Context: an optimization exercise on an open-source flow, tuned for small area. The choices shown serve that exercise and are no tape-out recipe. The RTL was checked by simulation tests, not by an equivalence proof against the original design. The flow treats the clock pin as an ideal source, which a real chip does not have. Power figures rest on the tool's default switching activity, not on a simulated workload.

Setup of P:
// jukebox_top
module jukebox_top (
    input        clk,         
    input        rst_n,       
    input        uart_rx,     
    output       led_blink,
    output       led_pwm,
    output       buzzer,
    output       lcd_rs,
    output       lcd_en,
    output [3:0] lcd_data
);
For scale: ~860 cells after synthesis, roughly 6400 sq um of cells after synthesis.
export LEC_CHECK = 0
export CAP_MARGIN = 20
export CORE_MARGIN = 2
export CORE_UTILIZATION = 40
export SLEW_MARGIN = 20
create_clock -name core_clock -period 80.0 [get_ports {clk}]
standard.sh (not shown) runs the stock make flow with config.mk's settings and CLKGATE_MAP_FILE= SYNTH_SCRIPT=/design/flow/synth_recipe.tcl, a recipe that flattens the netlist after the stock synthesis.
==> flow/flow/run.sh <==
#!/bin/bash
# Layout flow: the standard synthesis, then the combinational logic between
# the registers is re-mapped for area with ABC (registers, their names and cell
# types are kept), then the standard layout from floorplan to finish with a
# smaller clock tree (small buffers, no dummy loads) and small port buffers.
set -euo pipefail
W=$(pwd)
F=$W/flow
R=$W/orfs/results/$FLOW_PLATFORM/jukebox_top/base
YOSYS=$(command -v yosys || echo "$FLOW_HOME/../tools/install/yosys/bin/yosys")

bash standard.sh synth > "$W/log_1_standard_synth.txt" 2>&1

cp "$R/1_2_yosys.v" "$W/standard_synth.v"
export LIBFILE="$FLOW_HOME/platforms/$FLOW_PLATFORM/lib/sky130_fd_sc_hd__tt_025C_1v80.lib"
export CELLMAP="$W/cellmap.v"
export STD_NETLIST="$W/standard_synth.v"
export OUT_NETLIST="$W/resynth.v"
export ABC_SCRIPT="$F/area.abc"
"$YOSYS" -c "$F/cellmap.tcl" > "$W/log_2_cellmap.txt" 2>&1
"$YOSYS" -c "$F/resynth.tcl" > "$W/log_3_resynth.txt" 2>&1

cp "$OUT_NETLIST" "$R/1_2_yosys.v"
rm -f "$R/1_synth.odb" "$R/1_synth.sdc"
bash standard.sh \
  "CTS_ARGS=$(cat "$F/cts_args.txt")" \
  "BUFFER_PORTS_ARGS=-buffer_cell sky130_fd_sc_hd__buf_1" \
  finish > "$W/log_4_standard_layout.txt" 2>&1
==> flow/flow/area.abc <==
strash
&get -n
&deepsyn -T 60
&put
dch -f
amap
topo
==> flow/flow/cellmap.tcl <==
# Combinational cells of the library as techmap rules (cell -> its function).
yosys -import
read_liberty -ignore_miss_func $::env(LIBFILE)
delete sky130_fd_sc_hd__df* sky130_fd_sc_hd__edf* sky130_fd_sc_hd__sdf* sky130_fd_sc_hd__dl* sky130_fd_sc_hd__lpflow* sky130_fd_sc_hd__probe*
write_verilog -noattr $::env(CELLMAP)
==> flow/flow/cts_args.txt <==
-sink_clustering_enable -repair_clock_nets -dont_use_dummy_load -buf_list sky130_fd_sc_hd__clkbuf_8 -root_buf sky130_fd_sc_hd__clkbuf_8 -sink_clustering_size 40 -sink_clustering_max_diameter 200
==> flow/flow/resynth.tcl <==
# Re-map the combinational logic of the standard synthesis netlist for area.
# Sequential cells stay as they are (same instances, names and cell types).
yosys -import
set lib $::env(LIBFILE)
read_liberty -lib $lib
read_verilog $::env(STD_NETLIST)
hierarchy -top $::env(FLOW_TOP)
techmap -map $::env(CELLMAP)
simplemap
opt_clean
abc -script $::env(ABC_SCRIPT) -liberty $lib -dont_use *lpflow* -dont_use *probe*
setundef -zero
hilomap -singleton -hicell sky130_fd_sc_hd__conb_1 HI -locell sky130_fd_sc_hd__conb_1 LO
splitnets
opt_clean -purge
insbuf -buf sky130_fd_sc_hd__buf_1 A X
stat -liberty $lib
write_verilog -noattr -nohex -nodec $::env(OUT_NETLIST)
P: PASS, flow complete, no timing, DRC or antenna violations
The following lists how Q was set up differently from P:
# P
export LEC_CHECK = 0
export CAP_MARGIN = 20
export CORE_MARGIN = 2
export CORE_UTILIZATION = 40
export SLEW_MARGIN = 20
create_clock -name core_clock -period 80.0 [get_ports {clk}]
# Q
export LEC_CHECK = 0
export CAP_MARGIN = 20
export CORE_MARGIN = 2
export CORE_UTILIZATION = 65
export SLEW_MARGIN = 20
create_clock -name core_clock -period 80.0 [get_ports {clk}]
==> flow/flow/cts_args.txt <==
-sink_clustering_enable -repair_clock_nets -dont_use_dummy_load -buf_list sky130_fd_sc_hd__clkbuf_4 -root_buf sky130_fd_sc_hd__clkbuf_16
Results
Q ended with more final critical delay including setup and external delays than P.
Q gives less area growth from synthesis to layout than P did.
Of Q and P, it is Q that has the lower achievable clock frequency.
Against P as the reference, Q delivers a lower clock network fraction of total power.
| utilization | higher: Q |
Diff P..Q | final clock period utilization by the worst path | negligible
Q vs P: signal arrival time at the worst endpoint up
Actual slew at the worst max-slew pin: Q lower than P

---

v55:
jukebox_top, a different RTL version from the one above (not shown whole).
Size: roughly 800 cells after synthesis, about 12 I/O pins, ~5700 µm² of cells after synthesis.
Settings: LEC_CHECK=0, CAP_MARGIN=0, CORE_MARGIN=2, CORE_UTILIZATION=70, SLEW_MARGIN=0; clock period 80.0 ns.
==> flow/flow/run.sh <==
#!/bin/bash
# Layout flow: the standard synthesis, then the combinational logic between
# the registers is re-mapped for area with ABC, best of twelve seeds (registers,
# their names and cell types are kept), then the standard layout from
# floorplan to finish with a
# smaller clock tree (small buffers, no dummy loads, buffers upsized only
# where the flip-flops' clock edge is slow) and small port buffers.
set -euo pipefail
W=$(pwd)
F=$W/flow
R=$W/orfs/results/$FLOW_PLATFORM/jukebox_top/base
YOSYS=$(command -v yosys || echo "$FLOW_HOME/../tools/install/yosys/bin/yosys")

bash standard.sh synth > "$W/log_1_standard_synth.txt" 2>&1

cp "$R/1_2_yosys.v" "$W/standard_synth.v"
export LIBFILE="$FLOW_HOME/platforms/$FLOW_PLATFORM/lib/sky130_fd_sc_hd__tt_025C_1v80.lib"
export CELLMAP="$W/cellmap.v"
export STD_NETLIST="$W/standard_synth.v"
export OUT_NETLIST="$W/resynth.v"
"$YOSYS" -c "$F/cellmap.tcl" > "$W/log_2_cellmap.txt" 2>&1

# Twelve ABC runs with different random seeds, four at a time; the smallest
# netlist is used.
SEEDS="0 3 4 5 6 7 8 9 10 11 12 13"
best=""
run_seed() {
  sed "s/@SEED@/$1/" "$F/area.abc.in" > "$W/area_$1.abc"
  ABC_SCRIPT="$W/area_$1.abc" OUT_NETLIST="$W/resynth_$1.v" \
    "$YOSYS" -c "$F/resynth.tcl" > "$W/log_3_resynth_$1.txt" 2>&1
}
for seed in 0 3 4 5; do run_seed $seed & done
wait
for seed in 6 7 8 9; do run_seed $seed & done
wait
for seed in 10 11 12 13; do run_seed $seed & done
wait
for seed in $SEEDS; do
  a=$(awk '/Chip area/ {print $NF}' "$W/log_3_resynth_$seed.txt" | tail -1)
  echo "seed $seed: $a" >> "$W/log_3_resynth_pick.txt"
  if [[ -s "$W/resynth_$seed.v" && -n "$a" ]]; then
    if [[ -z "$best" ]] || awk -v a="$a" -v b="$best_area" 'BEGIN {exit !(a < b)}'; then
      best=$seed; best_area=$a
    fi
  fi
done
echo "picked seed $best" >> "$W/log_3_resynth_pick.txt"
cp "$W/resynth_$best.v" "$OUT_NETLIST"

cp "$OUT_NETLIST" "$R/1_2_yosys.v"
rm -f "$R/1_synth.odb" "$R/1_synth.sdc"
bash standard.sh \
  "CTS_ARGS=$(cat "$F/cts_args.txt")" \
  "BUFFER_PORTS_ARGS=-buffer_cell sky130_fd_sc_hd__buf_1" \
  "POST_CTS_TCL=$F/post_cts.tcl" \
  finish > "$W/log_4_standard_layout.txt" 2>&1
==> flow/flow/area.abc.in <==
strash
&get -n
&deepsyn -T 240 -S @SEED@
&put
dch -f
amap -m
topo
==> flow/flow/post_cts.tcl <==
# Upsize the clock buffers that drive flip-flops with a slow clock edge
# (estimated slew over 115 ps), to at most clkbuf_8, then legalize again.
estimate_parasitics -placement
proc slow_clock_drivers { limit } {
  set drivers [dict create]
  foreach pin [get_pins -hierarchical */CLK] {
    set slew [get_property $pin slew_max_rise]
    set fall [get_property $pin slew_max_fall]
    if { $fall > $slew } { set slew $fall }
    if { $slew > $limit } {
      foreach drv [get_pins -of_objects [get_nets -of_objects $pin] -filter "direction==output"] {
        dict set drivers [get_full_name [get_cells -of_objects $drv]] 1
      }
    }
  }
  return [dict keys $drivers]
}
set bigger [dict create \
  sky130_fd_sc_hd__clkbuf_2 sky130_fd_sc_hd__clkbuf_4 \
  sky130_fd_sc_hd__clkbuf_4 sky130_fd_sc_hd__clkbuf_8]
set upsized 0
for { set round 0 } { $round < 3 } { incr round } {
  foreach name [slow_clock_drivers 0.115] {
    set inst [get_cells $name]
    set master [get_property $inst ref_name]
    if { [dict exists $bigger $master] } {
      replace_cell $inst [dict get $bigger $master]
      incr upsized
    }
  }
  estimate_parasitics -placement
}
puts "post_cts: upsized $upsized clock buffers"
if { $upsized > 0 } {
  detailed_placement
  check_placement -verbose
  estimate_parasitics -placement
}
Scripts as last shown in full above: flow/flow/cellmap.tcl, flow/flow/resynth.tcl
Other scripts of this flow, unchanged in this note and not shown: flow/flow/cts_args.txt
Setup changes, v55 to v8
- swapping 70 for 65 in CORE_UTILIZATION
-- flow/flow/run.sh --
<<< v55, line 1
#!/bin/bash
# Layout flow: the standard synthesis, then the combinational logic between
# the registers is re-mapped for area with ABC, best of twelve seeds (registers,
# their names and cell types are kept), then the standard layout from
# floorplan to finish with a
>>> v8, line 1
#!/bin/bash
# Layout flow: the standard synthesis, then the combinational logic between
# the registers is re-mapped for area with ABC, best of eight seeds (registers,
# their names and cell types are kept), then the standard layout from
# floorplan to finish with a
<<< v55, line 21
"$YOSYS" -c "$F/cellmap.tcl" > "$W/log_2_cellmap.txt" 2>&1

# Twelve ABC runs with different random seeds, four at a time; the smallest
# netlist is used.
SEEDS="0 3 4 5 6 7 8 9 10 11 12 13"
best=""
run_seed() {
>>> v8, line 21
"$YOSYS" -c "$F/cellmap.tcl" > "$W/log_2_cellmap.txt" 2>&1

# Eight ABC runs with different random seeds, four at a time; the smallest
# netlist is used.
SEEDS="0 3 4 5 6 7 8 9"
best=""
run_seed() {
<<< v55, line 33
wait
for seed in 6 7 8 9; do run_seed $seed & done
wait
for seed in 10 11 12 13; do run_seed $seed & done
wait
for seed in $SEEDS; do
>>> v8, line 33
wait
for seed in 6 7 8 9; do run_seed $seed & done
wait
for seed in $SEEDS; do
-- flow/flow/post_cts.tcl --
<<< v55, line 1
# Upsize the clock buffers that drive flip-flops with a slow clock edge
# (estimated slew over 115 ps), to at most clkbuf_8, then legalize again.
estimate_parasitics -placement
proc slow_clock_drivers { limit } {
>>> v8, line 1
# Upsize the clock buffers that drive flip-flops with a slow clock edge
# (estimated slew over 105 ps), up to three rounds, then legalize again.
estimate_parasitics -placement
proc slow_clock_drivers { limit } {
<<< v55, line 18
set bigger [dict create \
  sky130_fd_sc_hd__clkbuf_2 sky130_fd_sc_hd__clkbuf_4 \
  sky130_fd_sc_hd__clkbuf_4 sky130_fd_sc_hd__clkbuf_8]
set upsized 0
for { set round 0 } { $round < 3 } { incr round } {
  foreach name [slow_clock_drivers 0.115] {
    set inst [get_cells $name]
    set master [get_property $inst ref_name]
>>> v8, line 18
set bigger [dict create \
  sky130_fd_sc_hd__clkbuf_2 sky130_fd_sc_hd__clkbuf_4 \
  sky130_fd_sc_hd__clkbuf_4 sky130_fd_sc_hd__clkbuf_8 \
  sky130_fd_sc_hd__clkbuf_8 sky130_fd_sc_hd__clkbuf_16]
set upsized 0
for { set round 0 } { $round < 3 } { incr round } {
  foreach name [slow_clock_drivers 0.105] {
    set inst [get_cells $name]
    set master [get_property $inst ref_name]
### Flow results
v8 vs v55 — synthesized instance count climbed slightly
Compared with v55, in v8 met1 routing resource usage after global routing went down 1.5 points; combinational cell fraction of total power went down 0.8 points; met2 global-route usage went down 2.2 points; routed wire length went up 2.8%.
Delta (v8 minus v55): largest voltage drop on the vdd net increased 0.0025 mV, total via count after detailed routing decreased 41, filler-free cell count of the finished design increased 17.
The slowest library cell on the worst path comes out o32ai_1 in one run and dfxtp_1 in the other, namely in v8 and v55 respectively.
Relative to v8, the following input files were edited for v31:
==> flow/flow/area.abc.in <==
strash
&get -n
&deepsyn -T 60 -S @SEED@
&put
dch -f
amap -m
topo
Side by side, combinational power share turned out higher in v31 than in v8. Starting density of the core of v8 is on par with v31. v31: PASS, flow complete, no timing, DRC or antenna violations. Of the two values seen for critical path's slowest cell, o32ai_1 was produced by v8 and dfxtp_1 by v31. In v31 the number of iterations in the first detailed-routing pass turned out 2 lower than in v8.
diff inputs: v31 => v18
==> flow/flow/area.abc.in <==
strash
&get -n
&deepsyn -T 240 -S @SEED@
&put
dch -f
amap -m
topo
-- flow/flow/post_cts.tcl --
<<< v31, line 1
# Upsize the clock buffers that drive flip-flops with a slow clock edge
# (estimated slew over 105 ps), up to three rounds, then legalize again.
estimate_parasitics -placement
proc slow_clock_drivers { limit } {
>>> v18, line 1
# Upsize the clock buffers that drive flip-flops with a slow clock edge
# (estimated slew over 115 ps), to at most clkbuf_8, then legalize again.
estimate_parasitics -placement
proc slow_clock_drivers { limit } {
<<< v31, line 18
set bigger [dict create \
  sky130_fd_sc_hd__clkbuf_2 sky130_fd_sc_hd__clkbuf_4 \
  sky130_fd_sc_hd__clkbuf_4 sky130_fd_sc_hd__clkbuf_8 \
  sky130_fd_sc_hd__clkbuf_8 sky130_fd_sc_hd__clkbuf_16]
set upsized 0
for { set round 0 } { $round < 3 } { incr round } {
  foreach name [slow_clock_drivers 0.105] {
    set inst [get_cells $name]
    set master [get_property $inst ref_name]
>>> v18, line 18
set bigger [dict create \
  sky130_fd_sc_hd__clkbuf_2 sky130_fd_sc_hd__clkbuf_4 \
  sky130_fd_sc_hd__clkbuf_4 sky130_fd_sc_hd__clkbuf_8]
set upsized 0
for { set round 0 } { $round < 3 } { incr round } {
  foreach name [slow_clock_drivers 0.115] {
    set inst [get_cells $name]
    set master [get_property $inst ref_name]
## What came out
- Changes observed in v18 relative to v31: worst setup timing slack at the placement stage saw a decrease, area of the die now smaller, combinational group power saw a decrease.

[separate check: timing with driven ports]
The results above use ideal ports. As a check the final layouts listed here were re-extracted and re-timed, cells and wires unchanged.
Step 1 (the two cells are an assumption about what drives the block):
set clk [get_ports {clk}]
set_driving_cell -lib_cell sky130_fd_sc_hd__clkbuf_16 $clk
set_driving_cell -lib_cell sky130_fd_sc_hd__buf_2 [delete_from_list [all_inputs] $clk]
Step 2 adds t to the input delays and takes it off the output delays; t is the mean of the earliest and latest rising clock arrival at the registers after step 1. Input paths then give back, and output paths get back, about the clock's delay inside the block.
a / b / c = no drivers / after step 1 / after step 2; a / b = the first two.
| run | t, ns | setup WS [ns] | hold slack, ns | pins driven straight from the clock port |
|---|---|---|---|---|
| P | 0.458 | 60.491 / 60.457 / 60.915 | 0.395 / 0.395 / 0.395 | 1 |
| Q | 0.393 | 60.389 / 60.352 / 60.745 | 0.422 / 0.422 / 0.422 | 1 |
| v55 | 0.453 | 60.050 / 60.018 / 60.470 | 0.441 / 0.441 / 0.441 | 1 |
| v8 | 0.488 | 59.871 / 59.831 / 60.319 | 0.424 / 0.424 / 0.424 | 1 |
| v31 | 0.465 | 60.712 / 60.680 / 61.145 | 0.446 / 0.446 / 0.446 | 1 |
| v18 | 0.458 | 59.961 / 59.927 / 60.385 | 0.429 / 0.429 / 0.429 | 1 |
After both steps every run listed still meets setup and hold.
